From an optimization exercise on the open Yosys and OpenROAD flow, aimed at small area and a short achievable clock period; shortcuts taken in it are not production practice. Function was checked by simulation only, so behaviour that the tests miss may differ from the original. The clock input has no modelled driver; a real chip could not lean on it and would need a root buffer or a full tree. Power and IR drop assume default switching activity.

## run 1
// alu_top
module alu_top(clk, a, b, op, out, carry_out, over_flow, zero);
Size in the first run: about 440 cells after synthesis, roughly 100 I/O pins.
Settings: LEC_CHECK=0, CAP_MARGIN=20, CORE_MARGIN=2, CORE_UTILIZATION=40, SLEW_MARGIN=20, SYNTH_HIERARCHICAL=1, TNS_END_PERCENT=0; clock period 14.5 ns.
standard.sh (not shown) runs the stock make flow with config.mk's settings and CLKGATE_MAP_FILE= SYNTH_SCRIPT=/design/flow/synth_recipe.tcl, a recipe that flattens the netlist after the stock synthesis.
==> flow/flow/run.sh <==
#!/bin/bash
# The standard layout (standard.sh) with these changes to how it is made:
#  - the port buffers are sky130 buf_1 rather than the resizer's default pick;
#  - before floorplanning every combinational cell is set to drive strength 1
#    (flow/downsize.tcl), so only the resizer's timing repair sizes cells up;
#  - the timing repair aims at a setup slack margin of SETUP_MARGIN ns;
#  - the clock port drives MCTS_K buffers that each drive the flip-flops of
#    one region (flow/cts_hook.tcl), instead of TritonCTS's two-level tree.
# Each tool's output goes to ORFS's own per-step logs under orfs/logs; make's
# output goes to standard.log.
export BUFFER_PORTS_ARGS="-buffer_cell sky130_fd_sc_hd__buf_1"
export SETUP_SLACK_MARGIN=${SETUP_MARGIN:-10.7}
export PRE_FLOORPLAN_TCL=$PWD/flow/downsize.tcl
export MCTS_K=${MCTS_K:-4}
export MCTS_CELL=${MCTS_CELL:-sky130_fd_sc_hd__buf_12}
export PRE_CTS_TCL=$PWD/flow/cts_hook.tcl
bash standard.sh > standard.log 2>&1
Other scripts of this flow, unchanged in this note and not shown: flow/flow/cts_hook.tcl, flow/flow/downsize.tcl
### run 1 -> run 2
- TNS_END_PERCENT changed from 0 to 20
Findings:
- From run 2 to run 1, worst setup slack after layout did not move at all.
- Delta (run 2 minus run 1): routed wire length stayed essentially flat; critical path depth stayed essentially flat.
Relative to run 2, the following input files were edited for run 3:
- TNS_END_PERCENT removed (was 20)
[summary]
Diff run 3..run 2 | final critical delay including setup and external delays | unchanged. Diff run 2..run 3 | first-pass GRT wire length | unchanged. The wire length on run 3 is in line with that on run 2. From run 2 to run 3, detailed-route wire length on metal 1 did not move at all. Diff run 3..run 2 | number of filler instances in the final layout | unchanged. As far as y dimension of the die goes, run 3 and run 2 are indistinguishable; the numbers are identical. In terms of number of standard cells after synthesis, run 3 and run 2 differ only marginally. | portion of total power attributed to the clock network | run 2 vs run 3 | ≈ equal |. Run 2 -> run 3: post-route non-filler standard cell count delta 0, exact match. Diff run 2..run 3 | areal power density over the cells | negligible.
diff inputs: run 3 => run 4
- changing CORE_UTILIZATION from 40 to 55
==> comparison <==
- Power per unit of standard cell area (run 4 over run 3): decrease, 0.64%
- For power drawn by the combinational cells, run 4 and run 3 come out practically identical.
- Changes observed in run 4 relative to run 3: worst setup slack -61 ps, total internal power went up by about 0.9%, routed wire length has decreased, wire length of the first global-routing pass -5.3%.
- Of run 4 and run 3, the run reporting the higher number of standard-cell rows in the floorplan was run 3.
- Switching power of the nets of run 4 falls short of that of run 3 slightly.
No run of this note takes its clock network from TritonCTS; it comes from the design's own scripts or RTL.

========
alu_top again, from the RTL that the note above started with.
Settings: LEC_CHECK=0, CAP_MARGIN=20, CORE_MARGIN=2, CORE_UTILIZATION=40, SLEW_MARGIN=20, SYNTH_HIERARCHICAL=1; clock period 14.5 ns.
==> flow/flow/run.sh <==
#!/bin/bash
# The standard layout (standard.sh) with these changes to how it is made:
#  - the port buffers are sky130 buf_1 rather than the resizer's default pick;
#  - before floorplanning every combinational cell is set to drive strength 1
#    (flow/downsize.tcl), so only the resizer's timing repair sizes cells up;
#  - the timing repair aims at a setup slack margin of SETUP_MARGIN ns;
#  - the clock port drives MCTS_K buffers that each drive the flip-flops of
#    one region (flow/cts_hook.tcl), instead of TritonCTS's two-level tree.
# Each tool's output goes to ORFS's own per-step logs under orfs/logs; make's
# output goes to standard.log.
export BUFFER_PORTS_ARGS="-buffer_cell sky130_fd_sc_hd__buf_1"
export SETUP_SLACK_MARGIN=${SETUP_MARGIN:-10.8}
export PRE_FLOORPLAN_TCL=$PWD/flow/downsize.tcl
export MCTS_K=${MCTS_K:-4}
export MCTS_CELL=${MCTS_CELL:-sky130_fd_sc_hd__buf_12}
export PRE_CTS_TCL=$PWD/flow/cts_hook.tcl
bash standard.sh > standard.log 2>&1
Other scripts of this flow, unchanged in this note and not shown: flow/flow/cts_hook.tcl, flow/flow/downsize.tcl
Rerun with:
--- a/flow/flow/run.sh
+++ b/flow/flow/run.sh
@@ -10,5 +10,5 @@
 # output goes to standard.log.
 export BUFFER_PORTS_ARGS="-buffer_cell sky130_fd_sc_hd__buf_1"
-export SETUP_SLACK_MARGIN=${SETUP_MARGIN:-10.8}
+export SETUP_SLACK_MARGIN=${SETUP_MARGIN:-10.7}
 export PRE_FLOORPLAN_TCL=$PWD/flow/downsize.tcl
 export MCTS_K=${MCTS_K:-4}
- PLACE_DENSITY: not set -> 0.75
Outcome:
- final cell count increases by 0.44%
- sequential cell count stays the same
- setup slack degrades by 0.058 ns
- via count increases by 2.5%
- design area stays flat
Rerun with:
--- a/flow/flow/run.sh
+++ b/flow/flow/run.sh
@@ -10,5 +10,5 @@
 # output goes to standard.log.
 export BUFFER_PORTS_ARGS="-buffer_cell sky130_fd_sc_hd__buf_1"
-export SETUP_SLACK_MARGIN=${SETUP_MARGIN:-10.7}
+export SETUP_SLACK_MARGIN=${SETUP_MARGIN:-10.6}
 export PRE_FLOORPLAN_TCL=$PWD/flow/downsize.tcl
 export MCTS_K=${MCTS_K:-4}
- PLACE_DENSITY: 0.75 -> not set
Effect: Design area fell by 2.2%; worst setup slack gets better by 0.041 ns; core utilization fell by 1.1 points; total power fell by 1.7%; global-route usage fell by 0.33 points; via count fell by 3.2%; die area is unchanged; sequential share of layout area rose by 0.89 points; register-to-register slack gets better by 0.04 ns; first-iteration DRC count fell by 18%; flip-flop and latch count stays the same.
In every run of this note, the design's own scripts or RTL, not TritonCTS, make the clock network.

========
Another version of the RTL of alu_top (not shown whole).
For scale: ~440 cells after synthesis, about 100 I/O pins.
export LEC_CHECK = 0
export CAP_MARGIN = 0
export CORE_MARGIN = 2
export CORE_UTILIZATION = 40
export SLEW_MARGIN = 0
export SYNTH_HIERARCHICAL = 1
create_clock -name core_clock -period 14.5 [get_ports {clk}]
==> flow/flow/run.sh <==
#!/bin/bash
# The standard layout (standard.sh) with these changes to how it is made:
#  - the port buffers are sky130 buf_1 rather than the resizer's default pick;
#  - before floorplanning every combinational cell is set to drive strength 1
#    (flow/downsize.tcl), so only the resizer's timing repair sizes cells up;
#  - the timing repair aims at a setup slack margin of SETUP_MARGIN ns;
#  - the clock port drives MCTS_K buffers that each drive the flip-flops of
#    one region (flow/cts_hook.tcl), instead of TritonCTS's two-level tree.
# Each tool's output goes to ORFS's own per-step logs under orfs/logs; make's
# output goes to standard.log.
export BUFFER_PORTS_ARGS="-buffer_cell sky130_fd_sc_hd__buf_1"
export SETUP_SLACK_MARGIN=${SETUP_MARGIN:-10.8}
export PRE_FLOORPLAN_TCL=$PWD/flow/downsize.tcl
export MCTS_K=${MCTS_K:-4}
export MCTS_CELL=${MCTS_CELL:-sky130_fd_sc_hd__buf_12}
export PRE_CTS_TCL=$PWD/flow/cts_hook.tcl
bash standard.sh > standard.log 2>&1
Other scripts of this flow, unchanged in this note and not shown: flow/flow/cts_hook.tcl, flow/flow/downsize.tcl
Then changed:
- CAP_MARGIN: 0 -> 20
- SLEW_MARGIN: 0 -> 20
Outcome:
- power does not change
- final cell count does not change
- routed wire length is unchanged
Then changed:
--- a/flow/flow/run.sh
+++ b/flow/flow/run.sh
@@ -10,5 +10,5 @@
 # output goes to standard.log.
 export BUFFER_PORTS_ARGS="-buffer_cell sky130_fd_sc_hd__buf_1"
-export SETUP_SLACK_MARGIN=${SETUP_MARGIN:-10.8}
+export SETUP_SLACK_MARGIN=${SETUP_MARGIN:-10.2}
 export PRE_FLOORPLAN_TCL=$PWD/flow/downsize.tcl
 export MCTS_K=${MCTS_K:-4}
The changed run ran to the end with no violations.
Core utilization shrinks by 2.4 points.
Combinational power drops by about 7%.
Worst hold slack is about the same.
Global-route usage drops by 0.17 points.
Via count went down by 1.9%.
Final area shrinks by 4.7%.
No run of this note takes its clock network from TritonCTS; it comes from the design's own scripts or RTL.

========
alu_top again, from the RTL that the note above started with.
==> flow/config.mk <==
export PLATFORM = sky130hd
export DESIGN_NAME = alu_top
export DESIGN_NICKNAME = alu_top
export VERILOG_FILES = /design/flow/design.v
export SDC_FILE = /design/flow/constraint.sdc
export NUM_CORES = 4
export LEC_CHECK = 0
export CAP_MARGIN = 20
export CORE_MARGIN = 2
export CORE_UTILIZATION = 40
export SLEW_MARGIN = 20
export SYNTH_HIERARCHICAL = 1
==> flow/constraint.sdc <==
create_clock -name core_clock -period 14.5 [get_ports {clk}]
set_input_delay 2.9000 -clock core_clock [delete_from_list [all_inputs] [get_ports {clk}]]
set_output_delay 2.9000 -clock core_clock [all_outputs]
set_load 0.01 [all_outputs]
==> flow/flow/run.sh <==
#!/bin/bash
# The standard layout (standard.sh) with these changes to how it is made:
#  - the port buffers are sky130 buf_1 rather than the resizer's default pick;
#  - before floorplanning every combinational cell is set to drive strength 1
#    (flow/downsize.tcl), so only the resizer's timing repair sizes cells up;
#  - the timing repair aims at a setup slack margin of SETUP_MARGIN ns;
#  - the clock port drives MCTS_K buffers that each drive the flip-flops of
#    one region (flow/cts_hook.tcl), instead of TritonCTS's two-level tree.
# Each tool's output goes to ORFS's own per-step logs under orfs/logs; make's
# output goes to standard.log.
export BUFFER_PORTS_ARGS="-buffer_cell sky130_fd_sc_hd__buf_1"
export SETUP_SLACK_MARGIN=${SETUP_MARGIN:-10.7}
export PRE_FLOORPLAN_TCL=$PWD/flow/downsize.tcl
export MCTS_K=${MCTS_K:-4}
export MCTS_CELL=${MCTS_CELL:-sky130_fd_sc_hd__buf_12}
export PRE_CTS_TCL=$PWD/flow/cts_hook.tcl
bash standard.sh > standard.log 2>&1
Other scripts of this flow, unchanged in this note and not shown: flow/flow/cts_hook.tcl, flow/flow/downsize.tcl
==> next run, changes <==
--- a/flow/flow/run.sh
+++ b/flow/flow/run.sh
@@ -12 +12 @@
-export SETUP_SLACK_MARGIN=${SETUP_MARGIN:-10.7}
+export SETUP_SLACK_MARGIN=${SETUP_MARGIN:-10.8}
@@ -16,0 +17 @@
+export SKIP_GATE_CLONING=1
Routed wire length climbs by about 0.37%; fmax stays flat; design area came out higher by about 1%; hold slack hardly moves; cell count hardly moves; utilization increases by 0.48 points.
In every run of this note, the design's own scripts or RTL, not TritonCTS, make the clock network.

[static timing again, ports no longer ideal]
Ports are ideal in the flow. The routed layouts listed here were re-timed in OpenROAD. Step 1: set_driving_cell puts a clkbuf_16 on clk and a buf_2 on each other input, an assumption about the parent block. Step 2 moves the port delays by t, midway between the first and last clock arrival at a register: inputs arrive t later, outputs are due t later. That takes back most of the time a late clock gives input paths. a / b / c = ideal / step 1 / step 2; a / b = the first two.
| run | shift t [ns] | setup WS [ns] | worst hold slack (ns) |
|---|---|---|---|
| run 1 | 0.204 | 10.942 / 10.867 / 10.994 | 0.636 / 0.636 / 0.636 |
| run 2 | 0.204 | 10.942 / 10.867 / 10.994 | 0.636 / 0.636 / 0.636 |
| run 3 | 0.204 | 10.942 / 10.867 / 10.994 | 0.636 / 0.636 / 0.636 |
| run 4 | 0.206 | 10.881 / 10.870 / 10.881 | 0.642 / 0.643 / 0.643 |
| the first run of note 2 | 0.204 | 10.944 / 10.869 / 11.060 | 0.636 / 0.636 / 0.636 |
| the second run of note 2 | 0.208 | 10.886 / 10.858 / 10.886 | 0.643 / 0.643 / 0.643 |
| the third run of note 2 | 0.205 | 10.927 / 10.866 / 10.927 | 0.640 / 0.640 / 0.640 |
| the first run of note 3 | 0.212 | 10.945 / 10.865 / 11.058 | 0.659 / 0.659 / 0.659 |
| the second run of note 3 | 0.212 | 10.945 / 10.865 / 11.058 | 0.659 / 0.659 / 0.659 |
| the third run of note 3 | 0.211 | 10.586 / 10.586 / 10.586 | 0.659 / 0.659 / 0.659 |
| the first run of note 4 | 0.212 | 10.936 / 10.856 / 10.976 | 0.659 / 0.659 / 0.659 |
| the second run of note 4 | 0.212 | 10.945 / 10.865 / 11.058 | 0.659 / 0.659 / 0.659 |
After both steps every run listed still meets setup and hold.
